This design comes from an exercise in tuning for small area on the open sky130 flow, not from production work.
In this exercise RTL edits were held to simulation tests only and were not proved equivalent to the original.
No driver is modelled on the clock port, so clock power and skew are understated where the tree is cut down; a real chip needs a root buffer or a tree.
Power is estimated from default activity; no workload was simulated.

== v6 ==
==> flow/design.v <==
module top(
input wire clk,
input wire rst,		 
input switch,
output wire [3:0] anode,
output wire [7:0] cathode
    );
localparam [3:0] PM = 4'd1;
localparam [1:0] DM = 2'd2;
localparam [2:0] QM = 3'd2;
localparam [2:0] EM = 3'd0;
localparam [3:0] HM = 4'd15;
reg [3:0] ps;		 
reg [1:0] ds;		 
reg [2:0] qs;		 
reg [2:0] es;		 
reg [3:0] hs;		 
reg [3:0] r0s, r1s, r2s;	 
wire [3:0] p = ps ^ PM;
wire [1:0] d = ds ^ DM;
wire [2:0] q = qs ^ QM;
wire [2:0] e = es ^ EM;
wire [3:0] h = hs ^ HM;		 
wire [3:0] r2 = r2s ^ HM;	 
wire pw    = ~p[0] & p[1] & p[2];			 
wire rs    = ~p[0] & ~p[1] & ~p[2] & ~d[1] & ~d[0];	 
wire first = &q;					 
wire ev    = rs & ~q[1] & q[0] & (&e);		 
wire d3    = d[1] & ~d[0];
wire hz    = (~h[0] & h[2] & ~h[3]);	 
wire cin   = pw ? (hz & ~d3) : (ev & switch);	 
wire [3:0] x = pw ? r2 : h;
wire [3:0] xt = {	 
	1'b1, (x[1]), (~x[1] & ~x[2]) | (~x[3]), (x[1]) | (x[0] & ~x[3])};
wire [3:0] xi = x ^ ({4{cin}} & xt);
always @(posedge clk)
	if (rst) begin
		ps <= 4'b0001 ^ PM; ds <= 2'd0 ^ DM; qs <= 3'b111 ^ QM; es <= 3'b010 ^ EM;
		hs <= 4'd0 ^ HM;
	end else begin
		ps <= {p[2:0], (~p[3] & p[0]) | (p[3] & ~p[1] & ~p[0])} ^ PM;
		if (pw) ds <= {d[0], ~d[1]} ^ DM;
		qs <= {q[1:0], rs ? ~q[2] & ~q[1] : q[2]} ^ QM;
		es <= {e[1:0], rs ? e[2] ^ (e[1] | ~e[0]) : e[2]} ^ EM;
		hs <= ((pw & first) ? 4'd0 : xi) ^ HM;
	end
always @(posedge clk) begin
	r1s <= r0s;
	r2s <= r1s;
	r0s <= pw ? {h[3], h[2] & ~hz, h[1], h[0]} ^ HM : r2s;
end
assign anode = {~(d[1] & ~d[0]), ~(d[1] & d[0]), ~(~d[1] & d[0]), ~(~d[1] & ~d[0])};
assign cathode[7] = (~h[0] & h[1] & ~h[2]);	 
assign cathode[6] = (h[0] & ~h[1]);	 
assign cathode[5] = (h[0] & h[1] & h[2]);	 
assign cathode[4] = (~h[0] & h[1]);	 
assign cathode[3] = (~h[0] & h[1]) | (h[3]);	 
assign cathode[2] = (h[1] & h[2]) | (~h[2] & h[3]);	 
assign cathode[1] = (h[1] & h[3]) | (~h[0] & ~h[1] & ~h[3]);	 
assign cathode[0] = 1'b1;
endmodule
==> flow/config.mk <==
export PLATFORM = sky130hd
export DESIGN_NAME = top
export DESIGN_NICKNAME = top
export VERILOG_FILES = /design/flow/design.v
export SDC_FILE = /design/flow/constraint.sdc
export NUM_CORES = 4
export LEC_CHECK = 0
export CAP_MARGIN = 20
export CORE_MARGIN = 2
export CORE_UTILIZATION = 25
export SLEW_MARGIN = 20
==> flow/constraint.sdc <==
create_clock -name core_clock -period 20.0 [get_ports {clk}]
set_input_delay 4.0000 -clock core_clock [delete_from_list [all_inputs] [get_ports {clk}]]
set_output_delay 4.0000 -clock core_clock [all_outputs]
set_load 0.01 [all_outputs]
standard.sh (not shown) runs the stock make flow with config.mk's settings and CLKGATE_MAP_FILE= SYNTH_SCRIPT=/design/flow/synth_recipe.tcl, a recipe that flattens the netlist after the stock synthesis.
==> flow/flow/run.sh <==
#!/bin/bash
# The standard layout (standard.sh), changed in four ways to save area:
#  - synthesis maps the logic with an area-oriented ABC script (flow/abc_amap.script);
#    everything else in synth_recipe.tcl is unchanged, so the registers are the same;
#  - the port buffers are buf_1;
#  - the clock tree is one clock buffer driving every flip-flop (flow/cts_one_buffer.tcl);
#  - repair_timing recovers power (downsizes cells) where there is slack.
set -euo pipefail
here=$(pwd)
{
  head -n 1 synth_recipe.tcl
  cat <<'TCL'
proc abc {args} {
  set i [lsearch -exact $args -script]
  if { $i >= 0 } {
    set args [lreplace $args [expr {$i + 1}] [expr {$i + 1}] $::env(FLOW_ABC_SCRIPT)]
  }
  yosys abc {*}$args
}
TCL
  tail -n +2 synth_recipe.tcl
} > flow_synth.tcl
sed "s|SYNTH_SCRIPT=[^ ]*|SYNTH_SCRIPT=$here/flow_synth.tcl|" standard.sh > flow_standard.sh
export FLOW_ABC_SCRIPT=$here/flow/abc_amap.script
export BUFFER_PORTS_ARGS="-buffer_cell sky130_fd_sc_hd__buf_1"
export PRE_CTS_TCL=$here/flow/cts_one_buffer.tcl
export FLOW_CLOCK_BUFFER=sky130_fd_sc_hd__buf_12
export RECOVER_POWER=100
bash flow_standard.sh > flow_standard.log 2>&1
==> flow/flow/abc_amap.script <==
strash
dch
amap
==> flow/flow/cts_one_buffer.tcl <==
# Sourced by ORFS's cts.tcl before its clock_tree_synthesis call (PRE_CTS_TCL).
# The design has a few dozen flip-flops close together, so the clock tree is a
# single buffer: clk -> FLOW_CLOCK_BUFFER -> every clock sink. This replaces
# clock_tree_synthesis; the rest of cts.tcl (legalization, timing repair) runs as usual.
rename clock_tree_synthesis orfs_clock_tree_synthesis
proc clock_tree_synthesis { args } {
  set db [ord::get_db]
  set block [ord::get_db_block]
  set master [$db findMaster $::env(FLOW_CLOCK_BUFFER)]
  set clknet [$block findNet clk]
  set sinks {}
  set sx 0
  set sy 0
  foreach it [$clknet getITerms] {
    set inst [$it getInst]
    set loc [$inst getLocation]
    set sx [expr { $sx + [lindex $loc 0] }]
    set sy [expr { $sy + [lindex $loc 1] }]
    lappend sinks $it
  }
  set n [llength $sinks]
  puts "one-buffer clock tree: $n sinks"
  set buf [odb::dbInst_create $block $master clkbuf_0_clk]
  set net [odb::dbNet_create $block clknet_0_clk]
  foreach it $sinks {
    $it disconnect
    $it connect $net
  }
  [$buf findITerm A] connect $clknet
  [$buf findITerm X] connect $net
  $clknet setSigType CLOCK
  $net setSigType CLOCK
  $buf setLocation [expr { $sx / $n }] [expr { $sy / $n }]
  $buf setPlacementStatus PLACED
  global_connect
  set_propagated_clock [all_clocks]
}
Input changes introduced in v7 (baseline for comparison: v6):
==> flow/design.v <==
module top(
input wire clk,
input wire rst,		 
input switch,
output wire [3:0] anode,
output wire [7:0] cathode
    );
localparam [3:0] PM = 4'd1;
localparam [1:0] DM = 2'd2;
localparam [2:0] QM = 3'd2;
localparam [2:0] EM = 3'd0;
localparam [3:0] HM = 4'd15;
reg [3:0] ps;		 
reg [1:0] ds;		 
reg [2:0] qs;		 
reg [2:0] es;		 
reg [3:0] hs, as, bs, cs;	 
wire [3:0] p = ps ^ PM;
wire [1:0] d = ds ^ DM;
wire [2:0] q = qs ^ QM;
wire [2:0] e = es ^ EM;
wire [3:0] h = hs ^ HM;		 
wire [3:0] a = as ^ HM;
wire pw    = ~p[0] & p[1] & p[2];			 
wire rs    = ~p[0] & ~p[1] & ~p[2] & ~d[1] & ~d[0];	 
wire first = q[2] & q[0];				 
wire ev    = rs & ~q[1] & q[0] & (&e);		 
wire d3    = d[1] & ~d[0];
wire hz    = (~h[0] & h[2] & ~h[3]);	 
wire cin   = pw ? (hz & ~d3) : (ev & switch);	 
wire [3:0] x = pw ? a : h;
wire [3:0] xt = {	 
	1'b1, (x[1]), (~x[1] & ~x[2]) | (~x[3]), (x[1]) | (x[0] & ~x[3])};
wire [3:0] xi = x ^ ({4{cin}} & xt);
always @(posedge clk)
	if (rst) begin
		ps <= 4'b0001 ^ PM; ds <= 2'd0 ^ DM; qs <= 3'b111 ^ QM; es <= 3'b100 ^ EM;
		hs <= 4'd0 ^ HM;
	end else begin
		ps <= {p[2:0], (~p[3] & p[0]) | (p[3] & ~p[1] & ~p[0])} ^ PM;
		if (pw) ds <= {d[0], ~d[1]} ^ DM;
		if (rs) begin
			qs <= {q[1:0], ~q[2] & ~q[1]} ^ QM;
			es <= (e + 3'd1) ^ EM;
		end
		hs <= ((pw & first) ? 4'd0 : xi) ^ HM;
	end
always @(posedge clk)
	if (pw) begin
		as <= bs; bs <= cs; cs <= {h[3], h[2] & ~hz, h[1], h[0]} ^ HM;
	end
assign anode = {~(d[1] & ~d[0]), ~(d[1] & d[0]), ~(~d[1] & d[0]), ~(~d[1] & ~d[0])};
assign cathode[7] = (~h[0] & h[1] & ~h[2]);	 
assign cathode[6] = (h[0] & ~h[1]);	 
assign cathode[5] = (h[0] & h[1] & h[2]);	 
assign cathode[4] = (~h[0] & h[1]);	 
assign cathode[3] = (~h[0] & h[1]) | (h[3]);	 
assign cathode[2] = (h[1] & h[2]) | (~h[2] & h[3]);	 
assign cathode[1] = (h[1] & h[3]) | (~h[0] & ~h[1] & ~h[3]);	 
assign cathode[0] = 1'b1;
endmodule
Findings:
Compared with v6, in v7 wire length reported by the detailed router moved up; arrival time reported for the critical path endpoint moved down; power moved down; portion of the clock cycle consumed by the worst path in the final layout moved down; cell count along the critical path moved down.
v7 ended with less post-synth net total than v6.
Per the comparison of v7 with v6, overall via count from detail_route dropped 4; sequential share of cell area has increased; via count of the first global-routing pass shrank by about 3%.
Compared with v6, v7 ends up with a larger final cell area.
In every run of this note, the design's own scripts or RTL, not TritonCTS, make the clock network.

what the ideal ports hide:
In the flow no input, the clock included, has a driving cell. The finished layouts below were timed again as built, in two steps.
Step 1: set_driving_cell puts a clkbuf_16 on clk and a buf_2 on each other input, an assumption about the parent block.
Step 2, shift: input delay + t, output delay - t, t = (earliest + latest rising clock arrival at the registers) / 2. This alone moves slack from input paths to output paths.
Slacks: ideal ports / drivers / drivers and shift; pairs: ideal ports / drivers.
run	t, ns	slack for setup (ns)	worst setup path after step 2
v6	0.163	14.711 / 14.680 / 14.843	register to output
v7	0.158	14.843 / 14.817 / 14.943	input to register
After both steps every run listed still meets setup and hold.
